This is an optimization exercise on Yosys and OpenROAD, whose aim is small area and a short achievable clock period, not a production implementation.
Where RTL was checked, it was by simulation tests only, not by an equivalence proof against the original.

// convolution
module convolution (
    input clk,
    input rst,
    input signed [15:0] x_in,
    output signed [31:0] y_out,
    output signed [31:0] y_out_t
);
Size: ~82 I/O pins.
==> flow/config.mk <==
export PLATFORM = sky130hd
export DESIGN_NAME = convolution
export DESIGN_NICKNAME = convolution
export VERILOG_FILES = /design/flow/design.v
export SDC_FILE = /design/flow/constraint.sdc
export NUM_CORES = 4
export LEC_CHECK = 0
export CAP_MARGIN = 20
export CORE_MARGIN = 2
export CORE_UTILIZATION = 30
export CTS_CLUSTER_DIAMETER = 80
export CTS_CLUSTER_SIZE = 28
export SLEW_MARGIN = 20
export SYNTH_HIERARCHICAL = 1
==> flow/constraint.sdc <==
create_clock -name core_clock -period 15.0 [get_ports {clk}]
set_input_delay 3.0000 -clock core_clock [delete_from_list [all_inputs] [get_ports {clk}]]
set_output_delay 3.0000 -clock core_clock [all_outputs]
set_load 0.01 [all_outputs]
standard.sh (not shown) runs the stock make flow with config.mk's settings and CLKGATE_MAP_FILE= SYNTH_SCRIPT=/design/flow/synth_recipe.tcl, a recipe that flattens the netlist after the stock synthesis.
==> flow/flow/run.sh <==
#!/bin/bash
# Standard ORFS layout, with repair_timing asked to keep a larger setup margin
# than the clock period needs, so that it works on the paths that set the
# achieved period.  Constraints (constraint.sdc) are unchanged.
set -euo pipefail
export SETUP_SLACK_MARGIN=10.8
bash standard.sh finish > standard_finish.log 2>&1
The baseline completed with no timing, DRC or antenna violations.
Rerun with:
--- a/flow/flow/run.sh
+++ b/flow/flow/run.sh
@@ -5,3 +5,3 @@
 set -euo pipefail
-export SETUP_SLACK_MARGIN=10.8
+export SETUP_SLACK_MARGIN=10.6
 bash standard.sh finish > standard_finish.log 2>&1
CORE_UTILIZATION = 40   (was 30)
What happened: Global-route usage is higher by 4.7 points; synthesized cell count does not change; worst setup slack got worse by 17 ps; synthesized area stays the same.
Rerun with:
==> flow/run.sh (new file) <==
#!/bin/bash
# synth_recipe.tcl (not shown) runs the flow's synth.tcl, then flattens the netlist and writes it again
# the make line also repeats each setting of config.mk as NAME=value (left out here)
make -C /OpenROAD-flow-scripts/flow DESIGN_CONFIG=/design/flow/config.mk WORK_HOME=/design/flow/orfs CLKGATE_MAP_FILE= SYNTH_SCRIPT=/design/flow/synth_recipe.tcl finish
removed: flow/flow/run.sh
removed: flow/standard.sh
Outcome: The new run ran to the end with no violations; final area goes down slightly; first-iteration DRC count goes up by a few percent; wire length goes down by a few percent; synthesized area does not change; worst setup slack gets worse by 1600 ps; core utilization goes down by 0.75 points.
Rerun with:
==> flow/flow/run.sh (new file) <==
#!/bin/bash
# Standard ORFS layout, with repair_timing asked to keep a larger setup margin
# than the clock period needs, so that it works on the paths that set the
# achieved period.  Constraints (constraint.sdc) are unchanged.
set -euo pipefail
export SETUP_SLACK_MARGIN=10.8
bash standard.sh finish > standard_finish.log 2>&1
==> flow/standard.sh (new file) <==
#!/bin/bash
# synth_recipe.tcl (not shown) runs the flow's synth.tcl, then flattens the netlist and writes it again
# the make line also repeats each setting of config.mk as NAME=value (left out here)
make -C /OpenROAD-flow-scripts/flow DESIGN_CONFIG=/design/flow/config.mk WORK_HOME=/design/flow/orfs CLKGATE_MAP_FILE= SYNTH_SCRIPT=/design/flow/synth_recipe.tcl "${@:-finish}"
removed: flow/run.sh
=> Clock skew climbs by 11 ps; clock-buffer cell count rises by 4; utilization rises by 1.0 points; die area does not change.
No functional check of the RTL was part of any run of this note.

* * *

Another version of the RTL of convolution (not shown whole).
For scale: ~2600 cells after synthesis, roughly 850 flip-flops, roughly 82 I/O pins.
clock: 15.0 ns
lec_check: 0
cap_margin: 20
core_margin: 2
core_utilization: 40
cts_cluster_diameter: 60
cts_cluster_size: 40
slew_margin: 20
synth_hierarchical: 1
==> flow/flow/run.sh <==
#!/bin/bash
# Standard ORFS layout, with repair_timing asked to keep a larger setup margin
# than the clock period needs, so that it works on the paths that set the
# achieved period.  Constraints (constraint.sdc) are unchanged.
set -euo pipefail
export SETUP_SLACK_MARGIN=10.8
bash standard.sh finish > standard_finish.log 2>&1
Next try:
--- a/flow/flow/run.sh
+++ b/flow/flow/run.sh
@@ -6 +6 @@
-export SETUP_SLACK_MARGIN=10.8
+export SETUP_SLACK_MARGIN=11.0
- CTS_CLUSTER_DIAMETER: 60 -> 80
- CTS_CLUSTER_SIZE: 40 -> 28
What happened: Final area rises by 0.62%. Synthesized area stays the same. Final cell count rises by 0.50%. Setup slack loses 38 ps. Maximum frequency falls by 0.87%. Critical path depth is unchanged. Wire length rises by 1.2%. Sequential share of layout area falls by 0.25 points. First-iteration DRC count falls by 7.2%.
Next try:
--- a/flow/flow/run.sh
+++ b/flow/flow/run.sh
@@ -6 +6 @@
-export SETUP_SLACK_MARGIN=11.0
+export SETUP_SLACK_MARGIN=10.8
After rerunning:
- global-route usage goes down by 0.26 points
- design area is lower by 2.1%
- setup slack improved by 38 ps
- hold slack got worse by 12 ps
- via count fell by 1.8%
- maximum frequency grows by 0.88%
- flip-flop and latch count stays the same
- synthesized area does not change
- routed wire length is lower by 1.9%

* * *

Another version of the RTL of convolution (not shown whole).
Size in the first run: roughly 2600 cells after synthesis.
// convolution
module convolution (
    input clk,
    input rst,
    input signed [15:0] x_in,
    output signed [31:0] y_out,
    output signed [31:0] y_out_t
);
clock: 15.0 ns
lec_check: 0
cap_margin: 5
core_margin: 2
core_utilization: 40
cts_cluster_diameter: 80
cts_cluster_size: 28
slew_margin: 5
synth_hierarchical: 1
==> flow/flow/run.sh <==
#!/bin/bash
# Standard ORFS layout, with repair_timing asked to keep a larger setup margin
# than the clock period needs, so that it works on the paths that set the
# achieved period.  Constraints (constraint.sdc) are unchanged.
set -euo pipefail
export SETUP_SLACK_MARGIN=10.9
bash standard.sh finish > standard_finish.log 2>&1
The first run went through all stages and came out clean.
Change:
--- a/flow/flow/run.sh
+++ b/flow/flow/run.sh
@@ -4,4 +4,4 @@
 # achieved period.  Constraints (constraint.sdc) are unchanged.
 set -euo pipefail
-export SETUP_SLACK_MARGIN=10.9
+export SETUP_SLACK_MARGIN=10.8
 bash standard.sh finish > standard_finish.log 2>&1
- CAP_MARGIN: 5 -> 20
- SLEW_MARGIN: 5 -> 20
=> Wire length falls by 2.0%; non-clock buffer count falls by 49; via count falls by 0.78%; global-route usage falls by 0.36 points; count of clock-buffer cells in the layout falls by 6.
Change:
- ABC_CLOCK_PERIOD_IN_PS: not set -> 1000
Effect: The new run finished with timing, DRC and antenna clean. Setup slack is unchanged. Clock skew stays the same. Cell area is unchanged. Routed wire length does not change. Critical path depth is unchanged.
Change:
- ABC_CLOCK_PERIOD_IN_PS: 1000 -> not set
- CTS_CLUSTER_DIAMETER: 80 -> 60
- CTS_CLUSTER_SIZE: 28 -> 20
The new run completed without violations.
Setup slack gains 6.8 ps.
Global-route usage came out higher by 0.14 points.
Routed wire length came out higher by 0.80%.
Change:
- CTS_CLUSTER_DIAMETER: 60 -> 80
- CTS_CLUSTER_SIZE: 20 -> 28
- PLACE_DENSITY: not set -> 0.5
After rerunning:
- wire length rises by 5.6%
- via count is lower by 2.2%
- sequential cell count is unchanged
- cell area came out higher by 0.48%
- count of clock-buffer cells in the layout goes down by 18

==> separate check: timing with driven ports <==
How much do the figures lean on ideal ports? The routed layouts below were timed once more, with nothing changed but the port constraints.
Step 1: set_driving_cell puts a clkbuf_16 on clk and a buf_2 on each other input, an assumption about the parent block.
Step 2 moves the port delays by t, midway between the first and last clock arrival at a register: inputs arrive t later, outputs are due t later. That takes back most of the time a late clock gives input paths.
a / b / c = ideal ports / drivers / drivers and shift; a / b = the first two.
run	t, ns	setup WS [ns]	worst hold slack (ns)	worst setup path after step 2	worst data-port slew with drivers (ns)
the first run of note 1	0.689	10.644 / 10.580 / 10.227	0.322 / 0.322 / 0.322	input to register	0.04
the second run of note 1	0.695	10.627 / 10.562 / 9.989	0.352 / 0.352 / 0.352	input, reset recovery	0.05
the third run of note 1	0.695	9.044 / 9.072 / 8.377	0.351 / 0.351 / 0.351	input, reset recovery	0.05
the fourth run of note 1	0.681	10.652 / 10.588 / 10.271	0.349 / 0.349 / 0.349	input to register	0.04
the first run of note 2	0.716	10.687 / 10.621 / 10.314	0.343 / 0.343 / 0.343	input to register	0.03
the second run of note 2	0.682	10.649 / 10.584 / 10.438	0.352 / 0.352 / 0.352	input to register	0.04
the third run of note 2	0.690	10.687 / 10.621 / 10.347	0.340 / 0.340 / 0.340	input, reset recovery	0.03
the first run of note 3	0.687	10.679 / 10.612 / 10.300	0.344 / 0.344 / 0.344	input to register	0.04
the second run of note 3	0.692	10.711 / 10.644 / 10.373	0.345 / 0.345 / 0.345	input to register	0.04
the third run of note 3	0.692	10.711 / 10.644 / 10.373	0.345 / 0.345 / 0.345	input to register	0.04
the fourth run of note 3	0.721	10.718 / 10.653 / 10.227	0.340 / 0.340 / 0.340	input, reset recovery	0.04
the fifth run of note 3	0.703	10.691 / 10.624 / 10.219	0.347 / 0.347 / 0.347	input, reset recovery	0.04
After both steps every run listed still meets setup and hold. The setup slack of the third run of note 1, which loses most, moves by +0.028 ns with the drivers and by -0.667 ns with both steps. The worst setup slack also covers recovery checks on asynchronous resets.
